Background: an optimization exercise with open tools, aiming at small area, a short achievable clock period and few clock cycles per item. Do not read the settings as production practice.
RTL that was checked went through simulation tests only; none was proved equivalent to the original.
The RTL of run 2 was laid out without a check of its function.

==> flow/design.v (outline; a module is shown in full before it is edited, if it fits) <==
// module multiplier: 1663 lines
// module mul_fa: 4 lines
// module mul_bsel: 3 lines
// module mul_bpp: 3 lines
// module mul_ha: 4 lines
module multiplier #(MANT_BITS=23, EXP_BITS=8)(
	input wire clk,
	input wire reset_n,
	input wire input_valid,
	input logic [EXP_BITS+MANT_BITS:0] in_a,
	input logic [EXP_BITS+MANT_BITS:0] in_b,
	output logic [EXP_BITS+MANT_BITS:0] data_out,
	output logic output_valid
);
  // ...
==> flow/flow/run.sh <==
#!/bin/bash
set -euo pipefail
export BUFFER_PORTS_ARGS="-buffer_cell sky130_fd_sc_hd__buf_4"
bash standard.sh > standard.log 2>&1
==> flow/standard.sh <==
#!/bin/bash
# synth_recipe.tcl (not shown) runs the flow's synth.tcl, then flattens the netlist and writes it again
# the make line also repeats each setting of config.mk as NAME=value (left out here)
make -C /OpenROAD-flow-scripts/flow DESIGN_CONFIG=/design/flow/config.mk WORK_HOME=/design/flow/orfs CLKGATE_MAP_FILE= SYNTH_SCRIPT=/design/flow/synth_recipe.tcl "${@:-finish}"
==> flow/config.mk <==
export PLATFORM = sky130hd
export DESIGN_NAME = multiplier
export DESIGN_NICKNAME = multiplier
export VERILOG_FILES = /design/flow/design.v
export SDC_FILE = /design/flow/constraint.sdc
export NUM_CORES = 4
export LEC_CHECK = 0
export CAP_MARGIN = 20
export CORE_MARGIN = 2
export CORE_UTILIZATION = 65
export SETUP_SLACK_MARGIN = 2.5
export SLEW_MARGIN = 20
export SYNTH_HIERARCHICAL = 1
==> flow/constraint.sdc <==
create_clock -name core_clock -period 8.0 [get_ports {clk}]
set_input_delay 1.6000 -clock core_clock [delete_from_list [all_inputs] [get_ports {clk}]]
set_output_delay 1.6000 -clock core_clock [all_outputs]
set_load 0.01 [all_outputs]
==> out/qor.csv, run 1 <==
stage,metric,value,unit
status,run status,no timing/DRC/antenna violations,
critical_path,flop2flop setup slack,2580,ps
clock_tree,total CTS buffers,9,
detailed_routing,Via density,6.65,
critical_path,"critical path, cell by cell",buf_4 -> mux2i_2 -> buf_6 -> nor2_1 -> fa_1 -> fa_1 -> fa_1 -> fa_1 -> fa_1 -> ha_1 -> a21o_1 -> a21oi_1 -> nor2b_1 -> o21ai_0 -> nand2b_1 -> a221o_1,
clock_tree,CTS Buffer Depth,2,
detailed_routing,DRT iter0 DRCs,1993,
critical_path,most frequent CP cell,fa_1,
synthesis,Adder-Cell Fraction of Synth Area,55.1,%
sta,Tcrit/Tclk final,68.9,%
critical_path,Worst setup endpoint,rc,
min_path,Hold Crit Start,st[1],
finish,Seq cells,104,
min_path,Hold Crit Depth,1,
sta,Max Clock Skew,24.4,ps
sta,Hold Fails Final Rpt,0,
synthesis,main combinational cell family by area after synthesis,adder cells,
clock_tree,TritonCTS clock tree,built,
critical_path,WP buf/inv,2,
synthesis,sequential-to-total area share from yosys stat,12.6,%
critical_path,crit path max-delay cell type,fa_1,
placement,placed inst area,0.0208,mm²
detailed_routing,Final ANT Viol Nets,0,
finish,layout cells sized above 1,14.6,%
finish,count of multi-input combinational gates,1684,
job,max cap viols,0,
synthesis,top-area cell type share of the netlist area,50.0,%
synthesis,Post-Synth Simple-Gate Area,17.2,%
grt,GR peak layer,met2,
synthesis,mux share of post-synthesis cell area,3.67,%
sta,Hold WS,594,ps
critical_path,crit path kind,in2reg,
clock_tree,clk sinks,104,
floorplanning,num rows,63,
detailed_routing,routed metal-1 wirelength,22.0,mm
synthesis,syn nets,2568,
finish,Inserted Diodes,0,
Testbench counts, summed over its fixed seeds: cycles 3,200, items 3,200.
==> inputs of run 2 (changes only) <==
--- a/flow/design.v
+++ b/flow/design.v
@@ -2,17 +2,17 @@
 	input wire clk,
 	input wire reset_n,
 	input wire input_valid,
 	input logic [EXP_BITS+MANT_BITS:0] in_a,
 	input logic [EXP_BITS+MANT_BITS:0] in_b,
 	output logic [EXP_BITS+MANT_BITS:0] data_out,
 	output logic output_valid
 );
-localparam [1:0] IDLE = 2'd0, SHIFT = 2'd1, MUL = 2'd2;
+localparam [1:0] IDLE = 2'd0, SHIFT = 2'd1, MUL = 2'd2, LOAD = 2'd3;
 logic [1:0] st;
 logic [7:0] ea, eb;
 logic za, zb;
 logic [9:0] esum;               
 logic slow;
 assign ea = in_a[30:23];
 assign eb = in_b[30:23];
 assign za = (ea == 8'd0);
@@ -20,20 +20,21 @@
 assign esum = {2'b0, ea | {7'b0, za}} + {2'b0, eb | {7'b0, zb}};
 assign slow = (za & ~zb & (|in_a[22:0])) | (zb & ~za & (|in_b[22:0]));
 logic [23:0] sh;                
 logic        sh_a;              
 logic [8:0]  e;                 
 logic        s126_r;
 wire shifting = (st == SHIFT) && !sh[23] && !e[8] && !s126_r;
 always_ff @(posedge clk) begin
-	if (st == IDLE) begin
-		sh <= {1'b0, za ? in_a[22:0] : in_b[22:0]};
+	if (st == IDLE)
 		sh_a <= za;
-	end else if (shifting)
+	if (st == LOAD)
+		sh <= {1'b0, sh_a ? in_a[22:0] : in_b[22:0]};
+	else if (shifting)
 		sh <= sh << 1;
 end
 wire use_sh = (st == MUL);
 wire [23:0] x = (use_sh && sh_a) ? sh : {~za, in_a[22:0]};
 wire [23:0] y = (use_sh && !sh_a) ? sh : {~zb, in_b[22:0]};
 	wire pp1 = x[0] & y[0];
 	wire pp2 = x[0] & y[1];
 	wire pp3 = x[0] & y[2];
@@ -1641,17 +1642,18 @@
 end
 always_ff @(posedge clk, negedge reset_n) begin
 	if (!reset_n) begin
 		st <= IDLE;
 		output_valid <= 1'b0;
 	end else begin
 		output_valid <= (st == MUL) || (st == IDLE && input_valid && !slow);
 		case (st)
-			IDLE: if (input_valid && slow) st <= SHIFT;
+			IDLE: if (input_valid && slow) st <= LOAD;
+			LOAD: st <= SHIFT;
 			SHIFT: if (!shifting) st <= MUL;
 			default: st <= IDLE;
 		endcase
 	end
 end
 wire [32:0] ps = {ra, 1'b1} + {rb, rc};    
 wire [31:0] p = ps[32:1];                     
 wire p47 = p[31];
@@ -1660,16 +1662,19 @@
 wire [7:0] e1 = e[7:0] + 8'd1;
 wire [7:0] eo = p47 ? e1 : (s126_r && !p46) ? 8'd0 : e[7:0];
 assign data_out = {sgn, inf_r ? {8'hff, 23'd0} : zero_r ? 31'd0 : {eo, mo}};
 endmodule
 module mul_fa(input a, input b, input c, output s, output co);
 	assign s = a ^ b ^ c;
 	assign co = (a & b) | (a & c) | (b & c);
 endmodule
+module mul_bselp(input one, input two, input xi, input xim, output t);
+	assign t = (one & xi) | (two & xim);
+endmodule
 module mul_bsel(input one, input two, input xi, input xim, output tn);
 	assign tn = ~((one & xi) | (two & xim));
 endmodule
 module mul_bpp(input one, input two, input neg, input xi, input xim, output pp);
 	assign pp = ((one & xi) | (two & xim)) ^ neg;
 endmodule
 module mul_ha(input a, input b, output s, output co);
 	assign s = a ^ b;
==> out/qor.csv, run 2 <==
stage,metric,value,unit,change
status,run status,no timing/DRC/antenna violations,,unchanged
synthesis,cell taking the most area after synthesis,fa_1,,unchanged
min_path,Hold Crit Start,sh[23],,was st[1]
synthesis,"count leader, synth",nor2_1,,unchanged
critical_path,CP Capture Type,register,,unchanged
finish,area delta synth->final,16.5,%,was 12.2%
synthesis,syn nets,2569,,was 2568
detailed_routing,Via density,6.81,,was 6.65
finish,largest registers,"ra x31, rb x31, sh x24",,unchanged
min_path,HP Class,reg2reg,,unchanged
floorplanning,Boundary Pins,100,,unchanged
synthesis,YS warnings,7,,unchanged
floorplanning,CORE AREA,0.0296,mm²,was 0.0295 mm²
critical_path,WP buf/inv,3,,was 2
finish,layout cells sized above 1,16.3,%,was 14.6%
finish,Inserted Diodes,0,,unchanged
grt,first-pass GRT wire length,97.1,mm,was 93.6 mm
finish,Nets,2691,,was 2632
clock_tree,clock tree root buffer cell,clkbuf_16,,unchanged
placement,placed inst area,0.0209,mm²,was 0.0208 mm²
sta,Hold WS,612,ps,was 594 ps
synthesis,Most used DFF post-synth,dfxtp_1,,unchanged
detailed_routing,DRT iter0 DRCs,2246,,was 1993
detailed_routing,Initial DRT Pass Iterations,8,,unchanged
placement,Placer Congestion,0.963,,was 0.931
clock_tree,CTS Buffer Depth,2,,unchanged
synthesis,Post-synth EDFFs,34,,unchanged
synthesis,"top cells by count, synth","636 x nor2_1, 484 x fa_1, 113 x clkbuf_1",,"was 634 x nor2_1, 484 x fa_1, 122 x clkbuf_1"
clock_tree,hold_buf cts,0,,unchanged
clock_tree,clk sinks,104,,unchanged
detailed_routing,vias,16688,,was 15933
floorplanning,num rows,63,,unchanged
critical_path,Critical Path Source,in_b[7],,was in_b[10]
critical_path,Top Family by Delay on Critical Path,adder cells,,unchanged
floorplanning,die area,0.0313,mm²,was 0.0312 mm²
critical_path,WP data required,8320,ps,was 8300 ps
sta,setup violators final,0,,unchanged
placement,Post-Place Cells,2355,,was 2347
detailed_routing,Post-route DRC,0,,unchanged
synthesis,Synth area leaders,"fa_1 50%, nor2_1 12%, dfxtp_1 6.9%",,unchanged
sta,Tcrit/Tclk final,69.4,%,was 68.9%
critical_path,Crit Reg-Reg Startpoint,st[0],,was st[1]
synthesis,Mapped Area,0.0194,mm²,about the same
clock_tree,H-tree levels,3,,unchanged
clock_tree,total CTS buffers,9,,unchanged
critical_path,Critical Path Max Stage Delay,550,ps,was 560 ps
grt,initial antenna violation count,0,,unchanged
clock_tree,clock-pin slew on the worst setup and hold paths,100,ps,was 90 ps
clock_tree,clock latency (worst-skew pair),410,ps,was 400 ps
placement,Port Buffer Count,99,,unchanged
critical_path,most frequent CP cell,fa_1,,unchanged
sta,RSZ-0062 raised after global routing,true,,unchanged
finish,Non-Filler Instances,2451,,was 2396
grt,vias in the first global route,17583,,was 17050
synthesis,Syn Area/Cell,10.0,µm²,about the same
critical_path,Worst Path Max Fanout,4,,was 24
synthesis,Seq cells post-synth,104,,unchanged
finish,"commonest non-fill, non-tap cell in the layout",nor2_1,,unchanged
sta,Least-Margin Pin Slew,1020,ps,about the same
synthesis,Netlist cell types,71,,was 70
sta,Hold Fails Final Rpt,0,,unchanged
grt,largest net degree at the start of global routing,48,,was 61
sta,Max Clock Skew,19.9,ps,was 24.4 ps
detailed_routing,Final ANT Viol Nets,0,,unchanged
synthesis,top-area cell type share of the netlist area,49.9,%,was 50.0%
floorplanning,Initial Util,65.7,%,was 65.8%
sta,fin crit period,5550,ps,was 5510 ps
critical_path,crit path max-delay cell type,or4_1,,was fa_1
synthesis,sequential-to-total area share from yosys stat,12.6,%,about the same
finish,cell area after layout,0.0226,mm²,was 0.0218 mm²
clock_tree,TritonCTS clock tree,built,,unchanged
finish,Fillers,2008,,was 2152
critical_path,"critical path, cell by cell",buf_4 -> mux2i_4 -> buf_12 -> buf_4 -> nor2_1 -> fa_1 -> fa_1 -> fa_1 -> fa_1 -> fa_1 -> ha_1 -> nand4_1 -> or4_1 -> o2111ai_2,,was buf_4 -> mux2i_2 -> buf_6 -> nor2_1 -> fa_1 -> fa_1 -> fa_1 -> fa_1 -> fa_1 -> ha_1 -> a21o_1 -> a21oi_1 -> nor2b_1 -> o21ai_0 -> nand2b_1 -> a221o_1
detailed_routing,post-DR wirelength/cell,26.7,µm,was 25.8 µm
floorplanning,die width,177,µm,about the same
detailed_routing,Total Routed Length,65.5,mm,was 61.8 mm
synthesis,asr flop ratio synth,2.88,%,unchanged
grt,total track usage,42.2,%,was 40.4%
critical_path,CP startpoint kind,primary input,,unchanged
sta,Final Max Tran Viols,0,,unchanged
job,max cap viols,0,,unchanged
placement,Post-DP HPWL,46.1,mm,was 43.8 mm
critical_path,"Data arrival, critical path",5870,ps,was 5810 ps
critical_path,crit path kind,in2reg,,unchanged
synthesis,Mapped Cells,1934,,was 1937
finish,most frequent cells in the layout,"636 x nor2_1, 482 x fa_1, 193 x buf_4, 83 x ha_1, 76 x a21oi_1",,"was 633 x nor2_1, 468 x fa_1, 149 x buf_4, 83 x a21oi_1, 80 x ha_1"
sta,Slew headroom,32.2,%,was 32.0%
grt,GRT overflow,0,,unchanged
floorplanning,Die H,177,µm,about the same
sta,setup_tns,0,ps,unchanged
sta,Fmax,180,MHz,was 182 MHz
==> run 2: layer usage <==
layer	vias to the layer above	wire length (µm)	global-route usage, %
met1	8311	23000	55.7
li1	6564	-	-
met2	1442	29100	62.6
met4	0	4620	25.5
met5	-	0	0
met3	371	8770	11.8
==> run 2: final timing paths <==
kind / endpoint / slack (ps) / depth (start not counted)
max in group asynchronous: st[1] / 6920 / 1
worst min register to register: sh[23] / 610 / 2
worst max register to register: rc / 2480 / 17
min in group asynchronous: output_valid / 980 / 1
worst max-delay path: rc / 2450 / 14
worst min-delay path: sh[23] / 610 / 2
==> run 2: metrics by stage <==
stage	setup WS (ps)	util (%)
floorplan	2470	-
global placement	1690	70.6
detailed placement	1630	70.6
CTS	2430	74.4
global route	2320	76.5
finish	2450	76.5
==> run 2: worst min-delay path, delay by kind of cell, from the launching register on <==
family	cells	cell delay, ps
DFF	1	390
and+or+nand+nor	1	40
AOI/OAI and AO/OA	1	140
==> run 2: cell type report <==
type	instances	area [µm²]	share of cell area, %
clock inverter	5	55.1	0.243
timing repair buffer	235	2230	9.86
inverter	21	78.8	0.348
clock buffer	11	254	1.12
sequential	104	2440	10.8
multi-input combinational	1685	17100	75.5
tap	390	488	2.16
==> run 2: repair_timing <==
action / 4_1_cts / 5_1_grt
setup endpoints to repair: 58 / 28
pin swaps: 0 / 5
setup buffers: 43 / 28
cloned: 4 / 5
resized for setup: 47 / 38
==> run 2: kinds of logic (layout without fill, tap and decap cells) <==
group           Yosys count  count (layout)  synth area share, %
fa+ha+maj               568             568                 55.3
flops                   104             104                 12.6
simple gates            811             811                 17.1
mux                      71              75                 3.66
compound gates          197             197                 6.76
buf+inv                 149             272                 3.05
xor+xnor                 34              34                 1.53
==> run 2: Yosys stat by module (local to each module, per instance) <==
module      flip-flops and latches  times used
mul_ha                           0          23
mul_fa                           0         483
multiplier                     104           1

-- re-timing with driven ports --
The results above use ideal ports. As a check the final layouts listed here were re-extracted and re-timed, cells and wires unchanged. Step 1: set_driving_cell puts a clkbuf_16 on clk and a buf_2 on each other input, an assumption about the parent block. Step 2 moves the port delays by t, midway between the first and last clock arrival at a register: inputs arrive t later, outputs are due t later. That takes back most of the time a late clock gives input paths. a / b / c = ideal / step 1 / step 2; a / b = the first two.
run | t, ns | setup WS [ns] | worst slew at a driven data input, ns
run 1 | 0.445 | 2.491 / 2.519 / 2.075 | 0.05
run 2 | 0.446 | 2.446 / 2.473 / 2.028 | 0.06
After both steps every run listed still meets setup and hold. For run 2, which loses most, drivers alone change the setup slack by +0.027 ns; drivers and shift together by -0.418 ns.
